Source: an optimization exercise on an open RTL-to-GDS flow (aim: small area, a short achievable clock period and few clock cycles per item). Production flows keep margins and buffers that such runs may drop.
At most, simulation tests tie the RTL to the original design; equivalence was not proved.
Power is estimated from default activity; no workload was simulated.

==> flow/design.v (excerpt) <==
module MyDesign(
    input logic reset_n,
    input logic clk,
    input logic dut_valid,
    output logic dut_ready,
    output logic dut__tb__sram_input_write_enable,
    output logic [16-1 : 0] dut__tb__sram_input_write_address,
    output logic [32-1 : 0] dut__tb__sram_input_write_data,
    output logic [16-1 : 0] dut__tb__sram_input_read_address,
    input logic [32-1 : 0] tb__dut__sram_input_read_data,
    output logic dut__tb__sram_weight_write_enable,
    output logic [16-1 : 0] dut__tb__sram_weight_write_address,
    output logic [32-1 : 0] dut__tb__sram_weight_write_data,
    output logic [16-1 : 0] dut__tb__sram_weight_read_address,
    input logic [32-1 : 0] tb__dut__sram_weight_read_data,
    output logic dut__tb__sram_result_write_enable,
    output logic [16-1 : 0] dut__tb__sram_result_write_address,
    output logic [32-1 : 0] dut__tb__sram_result_write_data,
    output logic [16-1 : 0] dut__tb__sram_result_read_address,
    input logic [32-1 : 0] tb__dut__sram_result_read_data,
    output logic dut__tb__sram_scratchpad_write_enable,
    output logic [16-1 : 0] dut__tb__sram_scratchpad_write_address,
    output logic [32-1 : 0] dut__tb__sram_scratchpad_write_data,
    output logic [16-1 : 0] dut__tb__sram_scratchpad_read_address,
    input logic [32-1 : 0] tb__dut__sram_scratchpad_read_data
);
Size in the first run: roughly 2800 cells after synthesis, about 440 flip-flops, roughly 29000 sq um of cells after synthesis.
clock: 11.0 ns
lec_check: 0
abc_clock_period_in_ps: 2800
cap_margin: 20
core_margin: 2
core_utilization: 40
cts_cluster_diameter: 100
cts_cluster_size: 20
slew_margin: 20
standard.sh (not shown) runs the stock make flow with config.mk's settings and CLKGATE_MAP_FILE= SYNTH_SCRIPT=/design/flow/synth_recipe.tcl, a recipe that flattens the netlist after the stock synthesis.
==> flow/flow/run.sh <==
#!/bin/bash
set -euo pipefail
bash standard.sh SETUP_SLACK_MARGIN=7.5 "BUFFER_PORTS_ARGS=-buffer_cell sky130_fd_sc_hd__buf_1" finish > standard.log 2>&1
The first run completed with no timing, DRC or antenna violations.
Change:
==> flow/flow/run.sh (replaced) <==
#!/bin/bash
set -euo pipefail
bash standard.sh SETUP_SLACK_MARGIN=7.3 "BUFFER_PORTS_ARGS=-buffer_cell sky130_fd_sc_hd__buf_1" finish > standard.log 2>&1
- ABC_CLOCK_PERIOD_IN_PS: 2800 -> 3500
The new run passed the timing, DRC and antenna checks.
Core utilization came out lower by 0.34 points.
Wire length came out lower by 0.78%.
Synthesized cell count is unchanged.
Change:
==> flow/flow/run.sh (replaced) <==
#!/bin/bash
set -euo pipefail
bash standard.sh SETUP_SLACK_MARGIN=7.5 "BUFFER_PORTS_ARGS=-buffer_cell sky130_fd_sc_hd__buf_1" finish > standard.log 2>&1
=>
- design area climbs by 0.79%
- power went up by 1.2%
- via count goes up by 0.48%
- wire length is higher by 0.79%
- clock skew went down by 17 ps
- global-route usage rose by 0.14 points
- sequential power stays flat
- register-to-register slack gets better by 130 ps
- clock power is about the same
- area after synthesis does not change
- clock-buffer cell count grows by 2
No functional check of the RTL was part of any run of this note.

* * *

P:
Another version of the RTL of MyDesign (not shown whole).
Size: roughly 2900 cells after synthesis, about 440 flip-flops, about 390 I/O pins, about 29000 um^2 of cells after synthesis.
clock: 11.0 ns
lec_check: 0
abc_clock_period_in_ps: 3500
cap_margin: 20
core_margin: 2
core_utilization: 40
slew_margin: 20
==> flow/flow/run.sh <==
#!/bin/bash
set -euo pipefail
bash standard.sh SETUP_SLACK_MARGIN=7.5 "BUFFER_PORTS_ARGS=-buffer_cell sky130_fd_sc_hd__buf_1" finish > standard.log 2>&1
P: no failed stages, no open violations at the end
Testbench counts of P, summed over its fixed seeds: cycles 307,812, items 48.
Setup changes, P to Q
Settings: CTS_CLUSTER_DIAMETER now 100, previously not set; CTS_CLUSTER_SIZE now 20, previously not set; ABC_AREA now 1, previously not set; ABC_CLOCK_PERIOD_IN_PS no longer set, was 3500.
[summary]
- Between P and Q, the difference in post-route fraction of the period consumed by the critical path is negligible.
- In Q, the routed wire length came out 3200 um above the value in P.
- dut__tb__sram_input_read_address[0] as the worst setup path endpoint was reported by P, and dut__tb__sram_result_read_address[0] by Q.
- On non-clock buffer area fraction after layout, P and Q are basically level.
- | per-instance average area after synthesis | Q vs P | 11% lower |
- Final critical-path required period ends up higher on P.

* * *

== main ==
MyDesign with an RTL version that a note above also has.
Size: roughly 2,800 cells after synthesis, roughly 440 flip-flops, ~390 I/O pins, roughly 29,000 um^2 of cells after synthesis.
==> flow/config.mk <==
export PLATFORM = sky130hd
export DESIGN_NAME = MyDesign
export DESIGN_NICKNAME = MyDesign
export VERILOG_FILES = /design/flow/design.v
export SDC_FILE = /design/flow/constraint.sdc
export NUM_CORES = 4
export LEC_CHECK = 0
export ABC_CLOCK_PERIOD_IN_PS = 3500
export CAP_MARGIN = 20
export CORE_MARGIN = 2
export CORE_UTILIZATION = 40
export CTS_CLUSTER_DIAMETER = 100
export CTS_CLUSTER_SIZE = 20
export SLEW_MARGIN = 20
==> flow/constraint.sdc <==
create_clock -name core_clock -period 11.0 [get_ports {clk}]
set_input_delay 2.2000 -clock core_clock [delete_from_list [all_inputs] [get_ports {clk}]]
set_output_delay 2.2000 -clock core_clock [all_outputs]
set_load 0.01 [all_outputs]
==> flow/flow/run.sh <==
#!/bin/bash
set -euo pipefail
bash standard.sh SETUP_SLACK_MARGIN=7.7 "BUFFER_PORTS_ARGS=-buffer_cell sky130_fd_sc_hd__buf_1" \
  "CTS_ARGS=-sink_clustering_enable -repair_clock_nets -sink_clustering_size 20 -sink_clustering_max_diameter 100 -dont_use_dummy_load" \
  finish > standard.log 2>&1
Both conditions hold for main: the flow ran to the end and the final layout passed the timing, DRC and antenna checks.
Modified inputs, the feature branch compared to main
==> flow/flow/run.sh <==
#!/bin/bash
set -euo pipefail
bash standard.sh SETUP_SLACK_MARGIN=7.5 "BUFFER_PORTS_ARGS=-buffer_cell sky130_fd_sc_hd__buf_1" \
  "CTS_ARGS=-sink_clustering_enable -repair_clock_nets -sink_clustering_size 20 -sink_clustering_max_diameter 100 -dont_use_dummy_load" \
  finish > standard.log 2>&1
Notes after the runs:
- Looking at multi-input logic portion of the cell area across main and the feature branch, the one that comes out lower is main.
- main has higher cell count than the feature branch.
- Total power improves in the feature branch relative to main.
- Relative to main, the feature branch degrades first-iteration DRC count.
Function was not checked in any run of this note: the RTL went through the layout flow alone.

* * *

## run a
RTL: one of the versions met above, not the one the previous note started from.
For scale: about 440 flip-flops, ~390 I/O pins, ~29,000 um^2 of cells after synthesis.
// MyDesign
module MyDesign(
    input logic reset_n,
    input logic clk,
    input logic dut_valid,
    output logic dut_ready,
    output logic dut__tb__sram_input_write_enable,
    output logic [16-1 : 0] dut__tb__sram_input_write_address,
    output logic [32-1 : 0] dut__tb__sram_input_write_data,
    output logic [16-1 : 0] dut__tb__sram_input_read_address,
    input logic [32-1 : 0] tb__dut__sram_input_read_data,
    output logic dut__tb__sram_weight_write_enable,
    output logic [16-1 : 0] dut__tb__sram_weight_write_address,
    output logic [32-1 : 0] dut__tb__sram_weight_write_data,
    output logic [16-1 : 0] dut__tb__sram_weight_read_address,
    input logic [32-1 : 0] tb__dut__sram_weight_read_data,
    output logic dut__tb__sram_result_write_enable,
    output logic [16-1 : 0] dut__tb__sram_result_write_address,
    output logic [32-1 : 0] dut__tb__sram_result_write_data,
    output logic [16-1 : 0] dut__tb__sram_result_read_address,
    input logic [32-1 : 0] tb__dut__sram_result_read_data,
    output logic dut__tb__sram_scratchpad_write_enable,
  ...
==> flow/config.mk <==
export PLATFORM = sky130hd
export DESIGN_NAME = MyDesign
export DESIGN_NICKNAME = MyDesign
export VERILOG_FILES = /design/flow/design.v
export SDC_FILE = /design/flow/constraint.sdc
export NUM_CORES = 4
export LEC_CHECK = 0
export ABC_CLOCK_PERIOD_IN_PS = 3500
export CAP_MARGIN = 20
export CORE_MARGIN = 2
export CORE_UTILIZATION = 40
export CTS_CLUSTER_DIAMETER = 100
export CTS_CLUSTER_SIZE = 20
export SLEW_MARGIN = 20
==> flow/constraint.sdc <==
create_clock -name core_clock -period 11.0 [get_ports {clk}]
set_input_delay 2.2000 -clock core_clock [delete_from_list [all_inputs] [get_ports {clk}]]
set_output_delay 2.2000 -clock core_clock [all_outputs]
set_load 0.01 [all_outputs]
==> flow/flow/run.sh <==
#!/bin/bash
set -euo pipefail
bash standard.sh SETUP_SLACK_MARGIN=7.5 "BUFFER_PORTS_ARGS=-buffer_cell sky130_fd_sc_hd__buf_1" finish > standard.log 2>&1
Run a: flow completed, timing, DRC and antenna clean
Testbench counts of run a, summed over its fixed seeds: cycles 307,812, items 48.
The following lists how run b was set up differently from run a:
- CTS_CLUSTER_DIAMETER now 150, was 100
- CTS_CLUSTER_SIZE now 30, was 20
--- outcome ---
- Compared with run a, run b shows fill cell total of the finished layout higher by 30.
- Combinational share of power for run b: 1.7 points up relative to run a
- Share of the clock period used by the worst path across run b and run a: no real change.
- Iteration-0 DRC count of the detailed router: run b and run a compared, lower one is run a
- Re share of the core filled with cells in the final layout: run b is 0.46 points down on run a.
- Comparing run a against run b, there is no change at all in number of flip-flops and latches.
- Looking at wire length across both flows, run b is the stronger of the two, with run a trailing.
- Against run a as the reference, run b delivers a higher register fraction of the total cell area.
- Re part of the total power dissipated in sequential elements: run b is 1.1 points up on run a.
- Run b vs run a — number of buffers outside the clock class in the layout dropped 0.33%.
- The transition time at the pin with the least slew margin in run b sits 0.013 ns below the value recorded for run a.

[port drivers added, routing unchanged]
How much do the figures lean on ideal ports? The routed layouts below were timed once more, with nothing changed but the port constraints. Step 1: set_driving_cell puts a clkbuf_16 on clk and a buf_2 on each other input, an assumption about the parent block. Step 2, shift: input delay + t, output delay - t, t = (earliest + latest rising clock arrival at the registers) / 2. This alone moves slack from input paths to output paths. Three values: ideal, step 1, step 2; two values: the first two.
| run | t (ns) | setup slack, ns | hold slack, ns | latest minus earliest clock arrival (ns) | slew at the worst register clock pin (ns) |
|---|---|---|---|---|---|
| the first run of note 1 | 0.683 | 7.558 / 7.492 / 7.461 | 0.331 / 0.331 / 0.331 | 0.025 / 0.024 | 0.10 / 0.10 |
| the second run of note 1 | 0.676 | 7.355 / 7.289 / 7.432 | 0.327 / 0.327 / 0.327 | 0.046 / 0.046 | 0.10 / 0.10 |
| the third run of note 1 | 0.683 | 7.558 / 7.492 / 7.461 | 0.331 / 0.331 / 0.331 | 0.025 / 0.024 | 0.10 / 0.10 |
| P | 0.667 | 7.538 / 7.472 / 7.452 | 0.320 / 0.320 / 0.320 | 0.048 / 0.047 | 0.07 / 0.07 |
| Q | 0.668 | 7.548 / 7.485 / 7.329 | 0.318 / 0.318 / 0.318 | 0.050 / 0.050 | 0.09 / 0.09 |
| main | 0.633 | 7.660 / 7.595 / 7.452 | 0.328 / 0.328 / 0.328 | 0.095 / 0.094 | 0.10 / 0.10 |
| the feature branch | 0.656 | 7.561 / 7.497 / 7.482 | 0.330 / 0.330 / 0.330 | 0.068 / 0.069 | 0.10 / 0.10 |
| run a | 0.663 | 7.538 / 7.472 / 7.460 | 0.330 / 0.330 / 0.330 | 0.031 / 0.031 | 0.09 / 0.09 |
| run b | 0.627 | 7.527 / 7.461 / 7.469 | 0.328 / 0.328 / 0.328 | 0.018 / 0.018 | 0.12 / 0.12 |
After both steps every run listed still meets setup and hold. The setup slack of Q, which loses most, moves by -0.063 ns with the drivers and by -0.219 ns with both steps.
